This design comes from an exercise in tuning for small area and a short achievable clock period on the open sky130 flow, not from production work.
Function was not checked in any run shown here: the RTL went through the layout flow alone.
No activity file was given, so power comes from the tool's default toggle rates.

==> flow/design.v, too long to show whole: its modules and the start of the top module <==
// module fused_multiply_add: 747 lines
// module fma_fa: 4 lines
// module fma_ha: 4 lines
// module fma_gc: 3 lines
// module fma_gpc: 4 lines
// module fma_bsel: 3 lines
module fused_multiply_add
(
     input                                   clk
   , input                                   rst
   , input                                   cntrl_load
   , input        [31:0]                     cntrl_init
   , input                                   pass
   , input        [15:0]                     m
   , input        [15:0]                     x
   , input        [15:0]                     c
   , output logic                            y_valid_r
   , output logic [31:0]                     y_w
);
  // ...
==> flow/flow/run.sh <==
#!/bin/bash
# The standard layout (standard.sh), with two changes:
#  - synthesis maps logic with ABC's &nf mapper (flow/abc_map.script) in place of
#    ORFS's abc_area.script, which maps XOR-heavy logic to NAND2 trees;
#  - the port buffers are plain buf_2 cells instead of the default choice.
set -u
WORK=$(pwd)
rm -rf "$WORK/scripts"
cp -r "$FLOW_HOME/scripts" "$WORK/scripts"
cp "$WORK/flow/abc_map.script" "$WORK/scripts/abc_area.script"
export SCRIPTS_DIR="$WORK/scripts"
export BUFFER_PORTS_ARGS="-buffer_cell sky130_fd_sc_hd__buf_2"
bash standard.sh > standard.log 2>&1
==> flow/flow/abc_map.script <==
strash
&get -n
&fraig -x
&put
scorr
dc2
dretime
strash
&get -n
&dch -f
&nf {D}
&put
==> flow/standard.sh <==
#!/bin/bash
# synth_recipe.tcl (not shown) runs the flow's synth.tcl, then flattens the netlist and writes it again
# the make line also repeats each setting of config.mk as NAME=value (left out here)
make -C /OpenROAD-flow-scripts/flow DESIGN_CONFIG=/design/flow/config.mk WORK_HOME=/design/flow/orfs CLKGATE_MAP_FILE= SYNTH_SCRIPT=/design/flow/synth_recipe.tcl "${@:-finish}"
==> flow/config.mk <==
export PLATFORM = sky130hd
export DESIGN_NAME = fused_multiply_add
export DESIGN_NICKNAME = fused_multiply_add
export VERILOG_FILES = /design/flow/design.v
export SDC_FILE = /design/flow/constraint.sdc
export NUM_CORES = 4
export LEC_CHECK = 0
export ABC_AREA = 1
export CAP_MARGIN = 20
export CORE_MARGIN = 2
export CORE_UTILIZATION = 40
export SETUP_SLACK_MARGIN = 1.0
export SLEW_MARGIN = 20
export SYNTH_HIERARCHICAL = 1
export SYNTH_MINIMUM_KEEP_SIZE = 0
==> flow/constraint.sdc <==
create_clock -name core_clock -period 8.0 [get_ports {clk}]
set_input_delay 1.6000 -clock core_clock [delete_from_list [all_inputs] [get_ports {clk}]]
set_output_delay 1.6000 -clock core_clock [all_outputs]
set_load 0.01 [all_outputs]
==> flow_summary.json, run 1 <==
{
  "crit_path_end": "ys_r[16]",
  "cts.sink_count": 64,
  "finalPower_mw": 5.648,
  "cts.reportedPaths.clkPinSlew_ns": 0.05,
  "clock_buffers": 12,
  "tns_ns": 0,
  "synth.avg_cell_area_um2": 11.35,
  "inv_count": 40,
  "yosysWarnings": 7,
  "overflow": 0,
  "maxPowerGroup": "combinational logic",
  "nFillCells": 2160,
  "place.gp.congestion": 0.8829,
  "fp.dieW_um": 156.8,
  "cp.depth": 11,
  "critPathBufInv": 2,
  "post-route-drc-count": 0,
  "p_seq_mw": 0.640,
  "top_register": "ys_r",
  "synth-seq-cells": 64,
  "p_sw_mw": 2.502,
  "cp_max_fo": 22,
  "num_io_pins": 117,
  "netlist_instances": 823,
  "post-place-cells": 1291,
  "status": "timing/DRC/antenna clean",
  "clk_share_pct": 2.957,
  "fp-row-count": 55,
  "setup_viol": 0,
  "hp-class": "register to register",
  "synth_top_area_cell": "fa_1",
  "p_leak_nw": 4.635,
  "met1_length_um": 10200,
  "cap_viol_max_count": 0,
  "critPathArrivalTime_ns": 6.31,
  "netlist_top_cells_count": "fa_1, a22oi_1, xnor2_1",
  "final-nonclk-buf-share_pct": 6.997,
  "gr-max-usage-layer": "met2",
  "ys_seq_area_share_pct": 13.72,
  "min_from": "yc_r[0]",
  "final_cells": 1308,
  "place_ws_ns": 1.586
}
==> run 2: changes to the inputs <==
--- a/flow/design.v
+++ b/flow/design.v
@@ -617,129 +617,175 @@
   fma_gpc u_ya_n13 (.gh(ya_g[25]), .ph(ya_p[25]), .gl(ya_g[24]), .pl(ya_p[24]), .g(ya_G13), .p(ya_P13));
   wire ya_G14, ya_P14;
   fma_gpc u_ya_n14 (.gh(ya_g[27]), .ph(ya_p[27]), .gl(ya_g[26]), .pl(ya_p[26]), .g(ya_G14), .p(ya_P14));
   wire ya_G15, ya_P15;
   fma_gpc u_ya_n15 (.gh(ya_g[29]), .ph(ya_p[29]), .gl(ya_g[28]), .pl(ya_p[28]), .g(ya_G15), .p(ya_P15));
   wire ya_G16, ya_P16;
   fma_gpc u_ya_n16 (.gh(ya_g[31]), .ph(ya_p[31]), .gl(ya_g[30]), .pl(ya_p[30]), .g(ya_G16), .p(ya_P16));
   wire ya_G17;
-  fma_gc u_ya_n17 (.gh(ya_G2), .ph(ya_P2), .gl(ya_G1), .g(ya_G17));
-  wire ya_G18, ya_P18;
-  fma_gpc u_ya_n18 (.gh(ya_G4), .ph(ya_P4), .gl(ya_G3), .pl(ya_P3), .g(ya_G18), .p(ya_P18));
+  fma_gc u_ya_n17 (.gh(ya_g[2]), .ph(ya_p[2]), .gl(ya_G1), .g(ya_G17));
+  wire ya_G18;
+  fma_gc u_ya_n18 (.gh(ya_G2), .ph(ya_P2), .gl(ya_G1), .g(ya_G18));
   wire ya_G19, ya_P19;
-  fma_gpc u_ya_n19 (.gh(ya_G6), .ph(ya_P6), .gl(ya_G5), .pl(ya_P5), .g(ya_G19), .p(ya_P19));
+  fma_gpc u_ya_n19 (.gh(ya_g[6]), .ph(ya_p[6]), .gl(ya_G3), .pl(ya_P3), .g(ya_G19), .p(ya_P19));
   wire ya_G20, ya_P20;
-  fma_gpc u_ya_n20 (.gh(ya_G8), .ph(ya_P8), .gl(ya_G7), .pl(ya_P7), .g(ya_G20), .p(ya_P20));
+  fma_gpc u_ya_n20 (.gh(ya_G4), .ph(ya_P4), .gl(ya_G3), .pl(ya_P3), .g(ya_G20), .p(ya_P20));
   wire ya_G21, ya_P21;
-  fma_gpc u_ya_n21 (.gh(ya_G10), .ph(ya_P10), .gl(ya_G9), .pl(ya_P9), .g(ya_G21), .p(ya_P21));
+  fma_gpc u_ya_n21 (.gh(ya_g[10]), .ph(ya_p[10]), .gl(ya_G5), .pl(ya_P5), .g(ya_G21), .p(ya_P21));
   wire ya_G22, ya_P22;
-  fma_gpc u_ya_n22 (.gh(ya_G12), .ph(ya_P12), .gl(ya_G11), .pl(ya_P11), .g(ya_G22), .p(ya_P22));
+  fma_gpc u_ya_n22 (.gh(ya_G6), .ph(ya_P6), .gl(ya_G5), .pl(ya_P5), .g(ya_G22), .p(ya_P22));
   wire ya_G23, ya_P23;
-  fma_gpc u_ya_n23 (.gh(ya_G14), .ph(ya_P14), .gl(ya_G13), .pl(ya_P13), .g(ya_G23), .p(ya_P23));
+  fma_gpc u_ya_n23 (.gh(ya_g[14]), .ph(ya_p[14]), .gl(ya_G7), .pl(ya_P7), .g(ya_G23), .p(ya_P23));
   wire ya_G24, ya_P24;
-  fma_gpc u_ya_n24 (.gh(ya_G16), .ph(ya_P16), .gl(ya_G15), .pl(ya_P15), .g(ya_G24), .p(ya_P24));
-  wire ya_G25;
-  fma_gc u_ya_n25 (.gh(ya_G18), .ph(ya_P18), .gl(ya_G17), .g(ya_G25));
+  fma_gpc u_ya_n24 (.gh(ya_G8), .ph(ya_P8), .gl(ya_G7), .pl(ya_P7), .g(ya_G24), .p(ya_P24));
+  wire ya_G25, ya_P25;
+  fma_gpc u_ya_n25 (.gh(ya_g[18]), .ph(ya_p[18]), .gl(ya_G9), .pl(ya_P9), .g(ya_G25), .p(ya_P25));
   wire ya_G26, ya_P26;
-  fma_gpc u_ya_n26 (.gh(ya_G20), .ph(ya_P20), .gl(ya_G19), .pl(ya_P19), .g(ya_G26), .p(ya_P26));
+  fma_gpc u_ya_n26 (.gh(ya_G10), .ph(ya_P10), .gl(ya_G9), .pl(ya_P9), .g(ya_G26), .p(ya_P26));
   wire ya_G27, ya_P27;
-  fma_gpc u_ya_n27 (.gh(ya_G22), .ph(ya_P22), .gl(ya_G21), .pl(ya_P21), .g(ya_G27), .p(ya_P27));
+  fma_gpc u_ya_n27 (.gh(ya_g[22]), .ph(ya_p[22]), .gl(ya_G11), .pl(ya_P11), .g(ya_G27), .p(ya_P27));
   wire ya_G28, ya_P28;
-  fma_gpc u_ya_n28 (.gh(ya_G24), .ph(ya_P24), .gl(ya_G23), .pl(ya_P23), .g(ya_G28), .p(ya_P28));
-  wire ya_G29;
-  fma_gc u_ya_n29 (.gh(ya_G26), .ph(ya_P26), .gl(ya_G25), .g(ya_G29));
+  fma_gpc u_ya_n28 (.gh(ya_G12), .ph(ya_P12), .gl(ya_G11), .pl(ya_P11), .g(ya_G28), .p(ya_P28));
+  wire ya_G29, ya_P29;
+  fma_gpc u_ya_n29 (.gh(ya_g[26]), .ph(ya_p[26]), .gl(ya_G13), .pl(ya_P13), .g(ya_G29), .p(ya_P29));
   wire ya_G30, ya_P30;
-  fma_gpc u_ya_n30 (.gh(ya_G28), .ph(ya_P28), .gl(ya_G27), .pl(ya_P27), .g(ya_G30), .p(ya_P30));
-  wire ya_G31;
-  fma_gc u_ya_n31 (.gh(ya_G30), .ph(ya_P30), .gl(ya_G29), .g(ya_G31));
-  wire ya_G32;
-  fma_gc u_ya_n32 (.gh(ya_G27), .ph(ya_P27), .gl(ya_G29), .g(ya_G32));
+  fma_gpc u_ya_n30 (.gh(ya_G14), .ph(ya_P14), .gl(ya_G13), .pl(ya_P13), .g(ya_G30), .p(ya_P30));
+  wire ya_G31, ya_P31;
+  fma_gpc u_ya_n31 (.gh(ya_g[30]), .ph(ya_p[30]), .gl(ya_G15), .pl(ya_P15), .g(ya_G31), .p(ya_P31));
+  wire ya_G32, ya_P32;
+  fma_gpc u_ya_n32 (.gh(ya_G16), .ph(ya_P16), .gl(ya_G15), .pl(ya_P15), .g(ya_G32), .p(ya_P32));
   wire ya_G33;
-  fma_gc u_ya_n33 (.gh(ya_G19), .ph(ya_P19), .gl(ya_G25), .g(ya_G33));
+  fma_gc u_ya_n33 (.gh(ya_g[4]), .ph(ya_p[4]), .gl(ya_G18), .g(ya_G33));
   wire ya_G34;
-  fma_gc u_ya_n34 (.gh(ya_G21), .ph(ya_P21), .gl(ya_G29), .g(ya_G34));
+  fma_gc u_ya_n34 (.gh(ya_G3), .ph(ya_P3), .gl(ya_G18), .g(ya_G34));
   wire ya_G35;
-  fma_gc u_ya_n35 (.gh(ya_G23), .ph(ya_P23), .gl(ya_G32), .g(ya_G35));
+  fma_gc u_ya_n35 (.gh(ya_G19), .ph(ya_P19), .gl(ya_G18), .g(ya_G35));
   wire ya_G36;
-  fma_gc u_ya_n36 (.gh(ya_G3), .ph(ya_P3), .gl(ya_G17), .g(ya_G36));
-  wire ya_G37;
-  fma_gc u_ya_n37 (.gh(ya_G5), .ph(ya_P5), .gl(ya_G25), .g(ya_G37));
-  wire ya_G38;
-  fma_gc u_ya_n38 (.gh(ya_G7), .ph(ya_P7), .gl(ya_G33), .g(ya_G38));
-  wire ya_G39;
-  fma_gc u_ya_n39 (.gh(ya_G9), .ph(ya_P9), .gl(ya_G29), .g(ya_G39));
-  wire ya_G40;
-  fma_gc u_ya_n40 (.gh(ya_G11), .ph(ya_P11), .gl(ya_G34), .g(ya_G40));
-  wire ya_G41;
-  fma_gc u_ya_n41 (.gh(ya_G13), .ph(ya_P13), .gl(ya_G32), .g(ya_G41));
-  wire ya_G42;
-  fma_gc u_ya_n42 (.gh(ya_G15), .ph(ya_P15), .gl(ya_G35), .g(ya_G42));
-  wire ya_G43;
-  fma_gc u_ya_n43 (.gh(ya_g[2]), .ph(ya_p[2]), .gl(ya_G1), .g(ya_G43));
-  wire ya_G44;
-  fma_gc u_ya_n44 (.gh(ya_g[4]), .ph(ya_p[4]), .gl(ya_G17), .g(ya_G44));
-  wire ya_G45;
-  fma_gc u_ya_n45 (.gh(ya_g[6]), .ph(ya_p[6]), .gl(ya_G36), .g(ya_G45));
-  wire ya_G46;
-  fma_gc u_ya_n46 (.gh(ya_g[8]), .ph(ya_p[8]), .gl(ya_G25), .g(ya_G46));
-  wire ya_G47;
-  fma_gc u_ya_n47 (.gh(ya_g[10]), .ph(ya_p[10]), .gl(ya_G37), .g(ya_G47));
-  wire ya_G48;
-  fma_gc u_ya_n48 (.gh(ya_g[12]), .ph(ya_p[12]), .gl(ya_G33), .g(ya_G48));
+  fma_gc u_ya_n36 (.gh(ya_G20), .ph(ya_P20), .gl(ya_G18), .g(ya_G36));
+  wire ya_G37, ya_P37;
+  fma_gpc u_ya_n37 (.gh(ya_g[12]), .ph(ya_p[12]), .gl(ya_G22), .pl(ya_P22), .g(ya_G37), .p(ya_P37));
+  wire ya_G38, ya_P38;
+  fma_gpc u_ya_n38 (.gh(ya_G7), .ph(ya_P7), .gl(ya_G22), .pl(ya_P22), .g(ya_G38), .p(ya_P38));
+  wire ya_G39, ya_P39;
+  fma_gpc u_ya_n39 (.gh(ya_G23), .ph(ya_P23), .gl(ya_G22), .pl(ya_P22), .g(ya_G39), .p(ya_P39));
+  wire ya_G40, ya_P40;
+  fma_gpc u_ya_n40 (.gh(ya_G24), .ph(ya_P24), .gl(ya_G22), .pl(ya_P22), .g(ya_G40), .p(ya_P40));
+  wire ya_G41, ya_P41;
+  fma_gpc u_ya_n41 (.gh(ya_g[20]), .ph(ya_p[20]), .gl(ya_G26), .pl(ya_P26), .g(ya_G41), .p(ya_P41));
+  wire ya_G42, ya_P42;
+  fma_gpc u_ya_n42 (.gh(ya_G11), .ph(ya_P11), .gl(ya_G26), .pl(ya_P26), .g(ya_G42), .p(ya_P42));
+  wire ya_G43, ya_P43;
+  fma_gpc u_ya_n43 (.gh(ya_G27), .ph(ya_P27), .gl(ya_G26), .pl(ya_P26), .g(ya_G43), .p(ya_P43));
+  wire ya_G44, ya_P44;
+  fma_gpc u_ya_n44 (.gh(ya_G28), .ph(ya_P28), .gl(ya_G26), .pl(ya_P26), .g(ya_G44), .p(ya_P44));
+  wire ya_G45, ya_P45;
+  fma_gpc u_ya_n45 (.gh(ya_g[28]), .ph(ya_p[28]), .gl(ya_G30), .pl(ya_P30), .g(ya_G45), .p(ya_P45));
+  wire ya_G46, ya_P46;
+  fma_gpc u_ya_n46 (.gh(ya_G15), .ph(ya_P15), .gl(ya_G30), .pl(ya_P30), .g(ya_G46), .p(ya_P46));
+  wire ya_G47, ya_P47;
+  fma_gpc u_ya_n47 (.gh(ya_G31), .ph(ya_P31), .gl(ya_G30), .pl(ya_P30), .g(ya_G47), .p(ya_P47));
+  wire ya_G48, ya_P48;
+  fma_gpc u_ya_n48 (.gh(ya_G32), .ph(ya_P32), .gl(ya_G30), .pl(ya_P30), .g(ya_G48), .p(ya_P48));
   wire ya_G49;
-  fma_gc u_ya_n49 (.gh(ya_g[14]), .ph(ya_p[14]), .gl(ya_G38), .g(ya_G49));
+  fma_gc u_ya_n49 (.gh(ya_g[8]), .ph(ya_p[8]), .gl(ya_G36), .g(ya_G49));
   wire ya_G50;
-  fma_gc u_ya_n50 (.gh(ya_g[16]), .ph(ya_p[16]), .gl(ya_G29), .g(ya_G50));
+  fma_gc u_ya_n50 (.gh(ya_G5), .ph(ya_P5), .gl(ya_G36), .g(ya_G50));
   wire ya_G51;
-  fma_gc u_ya_n51 (.gh(ya_g[18]), .ph(ya_p[18]), .gl(ya_G39), .g(ya_G51));
+  fma_gc u_ya_n51 (.gh(ya_G21), .ph(ya_P21), .gl(ya_G36), .g(ya_G51));
   wire ya_G52;
-  fma_gc u_ya_n52 (.gh(ya_g[20]), .ph(ya_p[20]), .gl(ya_G34), .g(ya_G52));
+  fma_gc u_ya_n52 (.gh(ya_G22), .ph(ya_P22), .gl(ya_G36), .g(ya_G52));
   wire ya_G53;
-  fma_gc u_ya_n53 (.gh(ya_g[22]), .ph(ya_p[22]), .gl(ya_G40), .g(ya_G53));
+  fma_gc u_ya_n53 (.gh(ya_G37), .ph(ya_P37), .gl(ya_G36), .g(ya_G53));
   wire ya_G54;
-  fma_gc u_ya_n54 (.gh(ya_g[24]), .ph(ya_p[24]), .gl(ya_G32), .g(ya_G54));
+  fma_gc u_ya_n54 (.gh(ya_G38), .ph(ya_P38), .gl(ya_G36), .g(ya_G54));
   wire ya_G55;
-  fma_gc u_ya_n55 (.gh(ya_g[26]), .ph(ya_p[26]), .gl(ya_G41), .g(ya_G55));
+  fma_gc u_ya_n55 (.gh(ya_G39), .ph(ya_P39), .gl(ya_G36), .g(ya_G55));
   wire ya_G56;
-  fma_gc u_ya_n56 (.gh(ya_g[28]), .ph(ya_p[28]), .gl(ya_G35), .g(ya_G56));
-  wire ya_G57;
-  fma_gc u_ya_n57 (.gh(ya_g[30]), .ph(ya_p[30]), .gl(ya_G42), .g(ya_G57));
+  fma_gc u_ya_n56 (.gh(ya_G40), .ph(ya_P40), .gl(ya_G36), .g(ya_G56));
+  wire ya_G57, ya_P57;
+  fma_gpc u_ya_n57 (.gh(ya_g[24]), .ph(ya_p[24]), .gl(ya_G44), .pl(ya_P44), .g(ya_G57), .p(ya_P57));
+  wire ya_G58, ya_P58;
+  fma_gpc u_ya_n58 (.gh(ya_G13), .ph(ya_P13), .gl(ya_G44), .pl(ya_P44), .g(ya_G58), .p(ya_P58));
+  wire ya_G59, ya_P59;
+  fma_gpc u_ya_n59 (.gh(ya_G29), .ph(ya_P29), .gl(ya_G44), .pl(ya_P44), .g(ya_G59), .p(ya_P59));
+  wire ya_G60, ya_P60;
+  fma_gpc u_ya_n60 (.gh(ya_G30), .ph(ya_P30), .gl(ya_G44), .pl(ya_P44), .g(ya_G60), .p(ya_P60));
+  wire ya_G61, ya_P61;
+  fma_gpc u_ya_n61 (.gh(ya_G45), .ph(ya_P45), .gl(ya_G44), .pl(ya_P44), .g(ya_G61), .p(ya_P61));
+  wire ya_G62, ya_P62;
+  fma_gpc u_ya_n62 (.gh(ya_G46), .ph(ya_P46), .gl(ya_G44), .pl(ya_P44), .g(ya_G62), .p(ya_P62));
+  wire ya_G63, ya_P63;
+  fma_gpc u_ya_n63 (.gh(ya_G47), .ph(ya_P47), .gl(ya_G44), .pl(ya_P44), .g(ya_G63), .p(ya_P63));
+  wire ya_G64, ya_P64;
+  fma_gpc u_ya_n64 (.gh(ya_G48), .ph(ya_P48), .gl(ya_G44), .pl(ya_P44), .g(ya_G64), .p(ya_P64));
+  wire ya_G65;
+  fma_gc u_ya_n65 (.gh(ya_g[16]), .ph(ya_p[16]), .gl(ya_G56), .g(ya_G65));
+  wire ya_G66;
+  fma_gc u_ya_n66 (.gh(ya_G9), .ph(ya_P9), .gl(ya_G56), .g(ya_G66));
+  wire ya_G67;
+  fma_gc u_ya_n67 (.gh(ya_G25), .ph(ya_P25), .gl(ya_G56), .g(ya_G67));
+  wire ya_G68;
+  fma_gc u_ya_n68 (.gh(ya_G26), .ph(ya_P26), .gl(ya_G56), .g(ya_G68));
+  wire ya_G69;
+  fma_gc u_ya_n69 (.gh(ya_G41), .ph(ya_P41), .gl(ya_G56), .g(ya_G69));
+  wire ya_G70;
+  fma_gc u_ya_n70 (.gh(ya_G42), .ph(ya_P42), .gl(ya_G56), .g(ya_G70));
+  wire ya_G71;
+  fma_gc u_ya_n71 (.gh(ya_G43), .ph(ya_P43), .gl(ya_G56), .g(ya_G71));
+  wire ya_G72;
+  fma_gc u_ya_n72 (.gh(ya_G44), .ph(ya_P44), .gl(ya_G56), .g(ya_G72));
+  wire ya_G73;
+  fma_gc u_ya_n73 (.gh(ya_G57), .ph(ya_P57), .gl(ya_G56), .g(ya_G73));
+  wire ya_G74;
+  fma_gc u_ya_n74 (.gh(ya_G58), .ph(ya_P58), .gl(ya_G56), .g(ya_G74));
+  wire ya_G75;
+  fma_gc u_ya_n75 (.gh(ya_G59), .ph(ya_P59), .gl(ya_G56), .g(ya_G75));
+  wire ya_G76;
+  fma_gc u_ya_n76 (.gh(ya_G60), .ph(ya_P60), .gl(ya_G56), .g(ya_G76));
+  wire ya_G77;
+  fma_gc u_ya_n77 (.gh(ya_G61), .ph(ya_P61), .gl(ya_G56), .g(ya_G77));
+  wire ya_G78;
+  fma_gc u_ya_n78 (.gh(ya_G62), .ph(ya_P62), .gl(ya_G56), .g(ya_G78));
+  wire ya_G79;
+  fma_gc u_ya_n79 (.gh(ya_G63), .ph(ya_P63), .gl(ya_G56), .g(ya_G79));
+  wire ya_G80;
+  fma_gc u_ya_n80 (.gh(ya_G64), .ph(ya_P64), .gl(ya_G56), .g(ya_G80));
   assign ya[0] = ya_p[0];
   assign ya[1] = ya_p[1] ^ ya_g[0];
   assign ya[2] = ya_p[2] ^ ya_G1;
-  assign ya[3] = ya_p[3] ^ ya_G43;
-  assign ya[4] = ya_p[4] ^ ya_G17;
-  assign ya[5] = ya_p[5] ^ ya_G44;
-  assign ya[6] = ya_p[6] ^ ya_G36;
-  assign ya[7] = ya_p[7] ^ ya_G45;
-  assign ya[8] = ya_p[8] ^ ya_G25;
-  assign ya[9] = ya_p[9] ^ ya_G46;
-  assign ya[10] = ya_p[10] ^ ya_G37;
-  assign ya[11] = ya_p[11] ^ ya_G47;
-  assign ya[12] = ya_p[12] ^ ya_G33;
-  assign ya[13] = ya_p[13] ^ ya_G48;
-  assign ya[14] = ya_p[14] ^ ya_G38;
-  assign ya[15] = ya_p[15] ^ ya_G49;
-  assign ya[16] = ya_p[16] ^ ya_G29;
-  assign ya[17] = ya_p[17] ^ ya_G50;
-  assign ya[18] = ya_p[18] ^ ya_G39;
-  assign ya[19] = ya_p[19] ^ ya_G51;
-  assign ya[20] = ya_p[20] ^ ya_G34;
-  assign ya[21] = ya_p[21] ^ ya_G52;
-  assign ya[22] = ya_p[22] ^ ya_G40;
-  assign ya[23] = ya_p[23] ^ ya_G53;
-  assign ya[24] = ya_p[24] ^ ya_G32;
-  assign ya[25] = ya_p[25] ^ ya_G54;
-  assign ya[26] = ya_p[26] ^ ya_G41;
-  assign ya[27] = ya_p[27] ^ ya_G55;
-  assign ya[28] = ya_p[28] ^ ya_G35;
-  assign ya[29] = ya_p[29] ^ ya_G56;
-  assign ya[30] = ya_p[30] ^ ya_G42;
-  assign ya[31] = ya_p[31] ^ ya_G57;
+  assign ya[3] = ya_p[3] ^ ya_G17;
+  assign ya[4] = ya_p[4] ^ ya_G18;
+  assign ya[5] = ya_p[5] ^ ya_G33;
+  assign ya[6] = ya_p[6] ^ ya_G34;
+  assign ya[7] = ya_p[7] ^ ya_G35;
+  assign ya[8] = ya_p[8] ^ ya_G36;
+  assign ya[9] = ya_p[9] ^ ya_G49;
+  assign ya[10] = ya_p[10] ^ ya_G50;
+  assign ya[11] = ya_p[11] ^ ya_G51;
+  assign ya[12] = ya_p[12] ^ ya_G52;
+  assign ya[13] = ya_p[13] ^ ya_G53;
+  assign ya[14] = ya_p[14] ^ ya_G54;
+  assign ya[15] = ya_p[15] ^ ya_G55;
+  assign ya[16] = ya_p[16] ^ ya_G56;
+  assign ya[17] = ya_p[17] ^ ya_G65;
+  assign ya[18] = ya_p[18] ^ ya_G66;
+  assign ya[19] = ya_p[19] ^ ya_G67;
+  assign ya[20] = ya_p[20] ^ ya_G68;
+  assign ya[21] = ya_p[21] ^ ya_G69;
+  assign ya[22] = ya_p[22] ^ ya_G70;
+  assign ya[23] = ya_p[23] ^ ya_G71;
+  assign ya[24] = ya_p[24] ^ ya_G72;
+  assign ya[25] = ya_p[25] ^ ya_G73;
+  assign ya[26] = ya_p[26] ^ ya_G74;
+  assign ya[27] = ya_p[27] ^ ya_G75;
+  assign ya[28] = ya_p[28] ^ ya_G76;
+  assign ya[29] = ya_p[29] ^ ya_G77;
+  assign ya[30] = ya_p[30] ^ ya_G78;
+  assign ya[31] = ya_p[31] ^ ya_G79;
   always_ff @(posedge clk)
     if (cntrl_load) begin
       ys_r <= cntrl_init;
       yc_r <= '0;
     end else begin
       ys_r <= r0;
       yc_r <= r1;
     end
==> run 2 against run 1 <==
Final area increased by 3.1%. Routed wire length rose by 3.6%. Die area rose by 3.3%. Sequential share of layout area fell by 0.35 points. Synthesized area is 3.4% higher. First-iteration DRC count is 8.2% higher. Highest routed layer unchanged. Setup slack better by 0.29 ns.
==> flow_summary.json, run 2 <==
{
  "status": "timing/DRC/antenna clean",
  "tns_ns": 0,
  "gr-usage-met3_pct": 2.813,
  "top_register": "ys_r",
  "cts_setup_buffers": 0,
  "critPathTopFamily": "adder cells",
  "fin_crit_ns": 5.800,
  "cts_max_level": 3,
  "post-route-drc-count": 0,
  "ys_types": 16,
  "max_stage_delay_ns": 0.88,
  "top_regs": "ys_r (32), yc_r (31), y_valid_r (1)",
  "core-area_um2": 23610,
  "vias": 7036,
  "yosysWarnings": 7,
  "overflow": 0,
  "avgRoutedWirePerCell_um": 17.99,
  "fp.dieW_um": 159.4,
  "maxClockFrequency_mhz": 172.4,
  "die-area_um2": 25390,
  "slew_headroom_pct": 29.11,
  "netlist_instances": 869,
  "grt_usage_pct": 20.08,
  "routed_wl_um": 24490,
  "syn_area_um2": 9654,
  "rsz0062_at_grt": "false",
  "clkLatencyLatePin_ns": 0.34,
  "clock_tree.root_cell": "clkbuf_16",
  "drtPass1Iterations": 6,
  "synthArstFlopShare_pct": 0,
  "grt_pass1_wl_um": 40700,
  "grtUsageMet2_pct": 34.35,
  "antenna_found_initial": 1,
  "hp-class": "register to register",
  "critPathArrivalTime_ns": 6.03,
  "ctsResizeCount": 0,
  "cap_viol_max_count": 0,
  "tightest_slew_ns": 1.063,
  "critPathBufInv": 1,
  "yosysMostFrequentCell": "fa_1",
  "cts_buffers": 9,
  "synth_top_area_cell": "fa_1",
  "critical_path_class": "primary input to register",
  "netlist_top_cells_count": "fa_1, a22oi_1, xnor2_1",
  "layout_commonest_cell": "fa_1",
  "cts.reportedPaths.clkPinSlew_ns": 0.06,
  "synth_edf_count": 0,
  "largest_reg_flops": 32,
  "io_buffer_count": 116,
  "syn_to_final_growth_pct": 16.08,
  "p_leak_nw": 4.903,
  "setup_viol": 0,
  "die_h_um": 159.4,
  "fin_ws_ns": 2.200,
  "diodes": 0,
  "nFillCells": 2233,
  "place_ws_ns": 1.708,
  "synth_top_area_share_pct": 34.63,
  "slew_violations": 0,
  "num_io_pins": 117,
  "cp_max_fo": 33,
  "drt_iter0_drc": 490,
  "cts_tree": "done",
  "drive_gt1_share_pct": 15.36,
  "ctsHoldBuffers": 0,
  "ys_seq_area_share_pct": 13.27,
  "final_cell_mix": "fa_1, a22oi_1, xnor2_1",
  "gr-max-usage-layer": "met2",
  "finalPower_mw": 5.737,
  "crit_required_ns": 8.23,
  "antenna_left": 0,
  "grt_use_met1_pct": 26.96,
  "finalHoldViolCount": 0,
  "path_cells": "buf_2, and2_0, a22oi_1, xnor2_1, fa_1, fa_1, fa_1, fa_1, fa_1, mux2_1",
  "synth_ff_type": "dfxtp_1",
  "fin_worst_skew_ns": 0.005013,
  "cts.path.max_buffers": 2,
  "synth-seq-cells": 64,
  "p_per_area_nw_per_um2": 511.9,
  "final_net_count": 1336,
  "grt_pass1_vias": 7589,
  "synth.top_cells.by_area": "fa_1, dfxtp_1, xnor2_1",
  "critPathCaptureType": "register",
  "fin_crit_sh_pct": 72.50,
  "synth.avg_cell_area_um2": 11.11,
  "initial_core_util_pct": 40.89,
  "grt_max_degree": 64,
  "ir_worst_vdd_mv": 0.2507,
  "cp_slowest_cell": "and2_0",
  "dpl.hpwl_um": 19050,
  "final_core_util_pct": 47.46,
  "path_common_cell": "fa_1",
  "vias_per_cell": 5.170,
  "fp-row-count": 56,
  "place.gp.congestion": 0.8543,
  "cts.sink_count": 64,
  "start_kind": "primary input"
}
## run 2: cell types whose count changed in the layout (fill, tap and decap cells not counted), sizes merged
cell | previous run | this run
a21o | 52 | 75
diode | 1 | 0
and2 | 54 | 77
bufinv | 2 | 1
clkbuf | 12 | 14
buf | 140 | 141
## run 2: path summary, 6_finish.rpt
| check | cells past startpoint | slack [ns] | to | startpoint |
|---|---|---|---|---|
| min reg2reg | 3 | 0.82 | yc_r[0] | yc_r[0] |
| max | 10 | 2.20 | ys_r[16] | pass |
| max reg2reg | 8 | 3.96 | ys_r[16] | ys_r[14] |
| min | 3 | 0.82 | yc_r[0] | yc_r[0] |
## run 2: cells by family after synthesis
family                   after synthesis  share of synthesized area (%)
AO/OA/AOI/OAI                        225                          17.31
XOR/XNOR                             174                          15.79
adder cells (fa/ha/maj)              215                          40.85
buffers and inverters                 41                          1.633
flip-flops                            64                          13.27
multiplexers                          32                          3.733
other                                  1                        0.03884
AND/OR/NAND/NOR                      117                          7.374
## run 2: layout make-up
class | instances | area (um2) | share of cell area [%]
clock buffers | 14 | 284.0 | 2.534
clock inverters | 2 | 35.03 | 0.3126
inverters | 40 | 150.1 | 1.340
multi-input cells | 781 | 8289 | 73.96
flip-flops and latches | 64 | 1281 | 11.43
well taps | 319 | 399.1 | 3.561
repair buffers | 141 | 768.2 | 6.855
## run 2: through the flow
step           cell area, um2  instances  hold WS (ns)
6_report                11210       1361        0.8234
5_1_grt                 11210       1361        0.8617
4_1_cts                 11200       1361        0.8300
3_5_place_dp            10880       1345        0.8169
3_3_place_gp            10880       1345        0.7834
2_1_floorplan            9718        886        0.7323
## run 2: per-layer routing
metal  vias to the layer above  part of all wire (%)
li1                       3337                     -
met1                      3497                    45
met2                       174                    49
met3                        26                   4.1
met4                         2                   1.6
met5                         -                 0.053
## run 2: per-module statistics from Yosys, one instance, submodules excluded
| module | times used | cell area [um2] |
|---|---|---|
| fma_bsel | 136 | 16.27 |
| fma_fa | 167 | 20.02 |
| fma_gc | 30 | 7.507 |
| fma_gpc | 45 | 13.76 |
| fused_multiply_add | 1 | 2854 |
| fma_ha | 32 | 12.51 |
## run 2: tightest hold or removal path, cell delays in order, from the launching register on
cell	delay (ns)
dfxtp_1	0.37
fa_1	0.18
ha_1	0.11
nor2b_1	0.12
## run 2: report_power, final
part | switching [mW] | leakage, nW | internal [mW]
Combinational | 2.29 | 4.21 | 2.38
Sequential | 0.117 | 0.537 | 0.524
Clock | 0.151 | 0.159 | 0.275

-- separate check: timing with driven ports --
In the flow no input, the clock included, has a driving cell. The finished layouts below were timed again as built, in two steps.
Step 1 sets driving cells, clkbuf_16 on the clock port and buf_2 on the other inputs (assumed; they add their load-dependent delay and slew).
Step 2 also shifts input and output timing later by t, the mid clock arrival at the registers, as if the neighbouring blocks saw the same clock.
a / b / c = ideal ports / drivers / drivers and shift; a / b = the first two.
run | shift t [ns] | setup slack, ns | worst data-port slew with drivers (ns)
run 1 | 0.383 | 1.911 / 1.912 / 1.529 | 0.07
run 2 | 0.386 | 2.200 / 2.218 / 1.832 | 0.07
After both steps every run listed still meets setup and hold. For run 1, which loses most, drivers alone change the setup slack by +0.001 ns; drivers and shift together by -0.382 ns.
